What follows belongs to an exercise in optimizing a design on an open flow for small area, a short achievable clock period and few clock cycles; a production flow would make more cautious choices. Function was checked by simulation only, so behaviour that the tests miss may differ from the original.

lane 1:
## Milestone_1
module Milestone_1 (
   input  logic            Clock_50,
   input  logic            Resetn,
   input  logic            Initialize,
   input  logic   [15:0]   SRAM_read_data,
   output logic   [17:0]   SRAM_address,
   output logic   [15:0]   SRAM_write_data,
   output logic            SRAM_we_n,
   output logic            sim_done
);
Size: about 55 I/O pins.
==> flow/config.mk <==
export PLATFORM = sky130hd
export DESIGN_NAME = Milestone_1
export DESIGN_NICKNAME = Milestone_1
export VERILOG_FILES = /design/flow/design.v
export SDC_FILE = /design/flow/constraint.sdc
export NUM_CORES = 4
export LEC_CHECK = 0
export CAP_MARGIN = 20
export CORE_MARGIN = 2
export CORE_UTILIZATION = 40
export SLEW_MARGIN = 20
==> flow/constraint.sdc <==
create_clock -name core_clock -period 14.0 [get_ports {Clock_50}]
set_input_delay 2.8000 -clock core_clock [delete_from_list [all_inputs] [get_ports {Clock_50}]]
set_output_delay 2.8000 -clock core_clock [all_outputs]
set_load 0.01 [all_outputs]
standard.sh (not shown) runs the stock make flow with config.mk's settings and CLKGATE_MAP_FILE= SYNTH_SCRIPT=/design/flow/synth_recipe.tcl, a recipe that flattens the netlist after the stock synthesis.
==> flow/flow/run.sh <==
#!/bin/bash
# Standard ORFS layout (the standard.sh, standard synthesis script) with a
# larger setup margin for OpenROAD's timing repair, so that repair works the
# design's own paths below the 14 ns constraint. The SDC is unchanged.
set -euo pipefail
MARGIN=$(cat flow/setup_margin.txt)
bash standard.sh SETUP_SLACK_MARGIN=$MARGIN finish > flow_make.log 2>&1
==> flow/flow/setup_margin.txt <==
9
Per the final summary, lane 1 finished and its layout is clean on timing, DRC and antenna.
Testbench counts of lane 1, summed over its fixed seeds: cycles 774,748.
The following lists how lane 2 was set up differently from lane 1:
diff --git a/flow/design.v b/flow/design.v
--- a/flow/design.v
+++ b/flow/design.v
@@ -8,43 +8,41 @@
    output logic   [17:0]   SRAM_address,
    output logic   [15:0]   SRAM_write_data,
    output logic            SRAM_we_n,
    output logic            sim_done
 );
 logic        busy;          
 logic        pro;           
 logic [3:0]  pcnt;          
 logic [4:0]  ph;            
 logic        wpend;         
 logic [7:0]  pcol;          
 logic [15:0] y_addr;
-logic [15:0] u_addr;
 logic [17:0] w_addr;
 logic [15:0] yreg;          
 logic [7:0]  uw [0:5];      
 logic [7:0]  vw [0:5];      
 logic [15:0] upend;         
 logic [7:0]  vhold;         
 logic [10:0] f1;            
 logic [9:0]  f2;            
 logic [7:0]  f3;
 wire c0 = ph[0];
 wire c1 = ph[1];
 wire c2 = ph[2];
 wire c3 = ph[3];
 wire c4 = ph[4];
 wire podd = pcol[0];
 wire tail = (pcol >= 8'd156);       
 wire last_col = (pcol == 8'd159);
-wire v_read = ~podd & (pcol <= 8'd154);
 wire [7:0] xy = c2 ? yreg[15:8] : yreg[7:0];
 wire [7:0] xx = c2 ? vw[2] : f2[7:0];
 wire [10:0] xa0_d, xa1_d;
 wire xac_d;
 m1_unit_x ux (.sr(c2 | c3), .sb(c4), .sfv(c0), .sfu(c1), .y(xy), .x(xx),
               .v0(vw[0]), .v1(vw[1]), .v2(vw[2]), .v3(vw[3]), .v4(vw[4]), .v5(vw[5]),
               .u0(uw[0]), .u1(uw[1]), .u2(uw[2]), .u3(uw[3]), .u4(uw[4]), .u5(uw[5]),
               .o0(xa0_d), .o1(xa1_d), .oc(xac_d));
 wire [7:0] gy = c4 ? yreg[7:0] : yreg[15:8];
 wire [9:0] gu = c4 ? {f2[9:8] & {2{pcol != 8'd0}}, f2[7:0]} : {2'b00, uw[2]};
 wire [7:0] gv = c4 ? f3 : c3 ? 8'd128 : vw[2];
 wire [10:0] ga0_d, ga1_d;
@@ -96,91 +94,98 @@
       vw[0] <= vw[1]; vw[1] <= vw[2]; vw[2] <= vw[3]; vw[3] <= vw[4]; vw[4] <= vw[5]; vw[5] <= vnew;
    end
    if (upend_ld) upend <= SRAM_read_data;
    if (vhold_ld) vhold <= SRAM_read_data[7:0];
    if (c0) yreg <= SRAM_read_data;
    xa0 <= xa0_d; xa1 <= xa1_d; xac <= xac_d;
    ga0 <= ga0_d; ga1 <= ga1_d; gac <= gac_d;
    f1 <= xo;
    f2 <= f1[9:0];
    f3 <= f2[7:0];
    SRAM_write_data <= c3 ? {xsat, gsat} : {gsat, xsat};
 end
-wire [16:0] v_addr = {1'b0, u_addr} + 17'd19200;
+logic       uv_v;
+logic [1:0] uv_k;
+always_comb begin
+   uv_v = 1'b1; uv_k = 2'd2;
+   if (pro) begin
+      case (pcnt)
+         4'd0:    begin uv_v = 1'b0; uv_k = 2'd0; end
+         4'd4:    begin uv_v = 1'b1; uv_k = 2'd1; end
+         4'd5:    begin uv_v = 1'b0; uv_k = 2'd1; end
+         default: begin uv_v = 1'b0; uv_k = 2'd2; end
+      endcase
+   end else if (~busy | last_col) begin
+      uv_k = 2'd0;                             
+   end else begin
+      uv_v = ~podd;
+   end
+end
+wire [16:0] uv_addr = {2'b00, y_addr[15:1]} + (uv_v ? 17'd57600 : 17'd38400) + {15'd0, uv_k};
 always_ff @(posedge Clock_50 or negedge Resetn) begin
    if (~Resetn) begin
       busy <= 1'b0;
       pro <= 1'b0;
       pcnt <= 4'd0;
       ph <= 5'd0;
       wpend <= 1'b0;
       pcol <= 8'd0;
       y_addr <= 16'd0;
-      u_addr <= 16'd38400;
       w_addr <= 18'd146944;
       SRAM_address <= 18'd0;
       SRAM_we_n <= 1'b1;
       sim_done <= 1'b0;
    end else begin
       SRAM_we_n <= 1'b1;
       if (~busy) begin
          if (Initialize & ~sim_done) begin
             busy <= 1'b1;
             pro <= 1'b1;
             pcnt <= 4'd0;
-            SRAM_address <= {1'b0, v_addr};
+            SRAM_address <= {1'b0, uv_addr};
          end
       end else begin
          if (ph != 5'd0) ph <= {ph[3:0], ph[4]};
          if (c4) wpend <= 1'b1;
          if (c0) wpend <= 1'b0;
          if (c3 | c4 | (c0 & wpend)) begin
             SRAM_address <= w_addr;
             SRAM_we_n <= 1'b0;
             w_addr <= w_addr + 18'd1;
          end
          if (c1 & ~pro) begin
+            SRAM_address <= {1'b0, uv_addr};
             if (last_col) begin
                pro <= 1'b1;
                pcnt <= 4'd0;
-               SRAM_address <= {1'b0, v_addr};
-            end else if (podd) begin
-               SRAM_address <= {2'b00, u_addr};
-            end else begin
-               SRAM_address <= {1'b0, v_addr};
-               if (v_read) u_addr <= u_addr + 16'd1;
             end
          end
          if (c2 & ~pro) begin
             SRAM_address <= {2'b00, y_addr};
             if (pcol != 8'd159) y_addr <= y_addr + 16'd1;
          end
          if (c4 & ~last_col) pcol <= pcol + 8'd1;
          if (pro) begin
             pcnt <= pcnt + 4'd1;
             case (pcnt)
-               4'd0, 4'd5: begin
-                  SRAM_address <= {2'b00, u_addr};
-                  u_addr <= u_addr + 16'd1;
-               end
+               4'd0, 4'd5, 4'd6: SRAM_address <= {1'b0, uv_addr};
                4'd4: begin
                   ph <= 5'd0;
-                  SRAM_address <= {1'b0, v_addr};
+                  SRAM_address <= {1'b0, uv_addr};
                   if (w_addr == 18'd0) begin
                      busy <= 1'b0;
                      pro <= 1'b0;
                      sim_done <= 1'b1;
                   end
                end
-               4'd6: SRAM_address <= {2'b00, u_addr};
                4'd7: begin
                   SRAM_address <= {2'b00, y_addr};
                   y_addr <= y_addr + 16'd1;
                end
                4'd9: begin
                   pro <= 1'b0;
                   ph <= 5'd1;
                   pcol <= 8'd0;
                end
                default: ;
             endcase
          end
==> results.txt <==
Lane 2: all stages complete, timing, DRC and antenna checks passed. Looking at launch point of the worst path, the ph[2]$_DFFE_PN0P_ result is from lane 2; the ph[4]$_DFFE_PN0P_ one comes from lane 1. Re sequential area share after synthesis: lane 2 and lane 1 aren't equal, and the lower value belongs to lane 2. Sequential cell count, lane 2 vs lane 1: down by a few percent. Lane 2 against lane 1: cell row count now sits lower, sequential share of layout area now sits lower, final routed wirelength across all metal layers now sits lower, highest clock rate now sits lower, number of placed instances with taps included now sits lower. Compared with lane 1, lane 2 instantiates a smaller number of cells.
Testbench counts of lane 2, summed over its fixed seeds: cycles 774,748.

## afterwards: timing with drivers on the ports
No port has a modelled driver above. Below, the same layouts with a new extraction and two added sets of constraints. Step 1 assumes that a clkbuf_16 drives the clock port and a buf_2 every other input. Step 2 moves the port delays by t, midway between the first and last clock arrival at a register: inputs arrive t later, outputs are due t later. That takes back most of the time a late clock gives input paths. a / b / c = ideal ports / drivers / drivers and shift; a / b = the first two.
run	t (ns)	setup slack, ns	hold slack, ns	slew at the worst register clock pin (ns)
lane 1	0.605	9.069 / 9.069 / 9.069	0.325 / 0.325 / 0.325	0.07 / 0.07
lane 2	0.613	8.830 / 8.830 / 8.830	0.329 / 0.329 / 0.329	0.07 / 0.07
After both steps setup and hold are still met in every run listed.
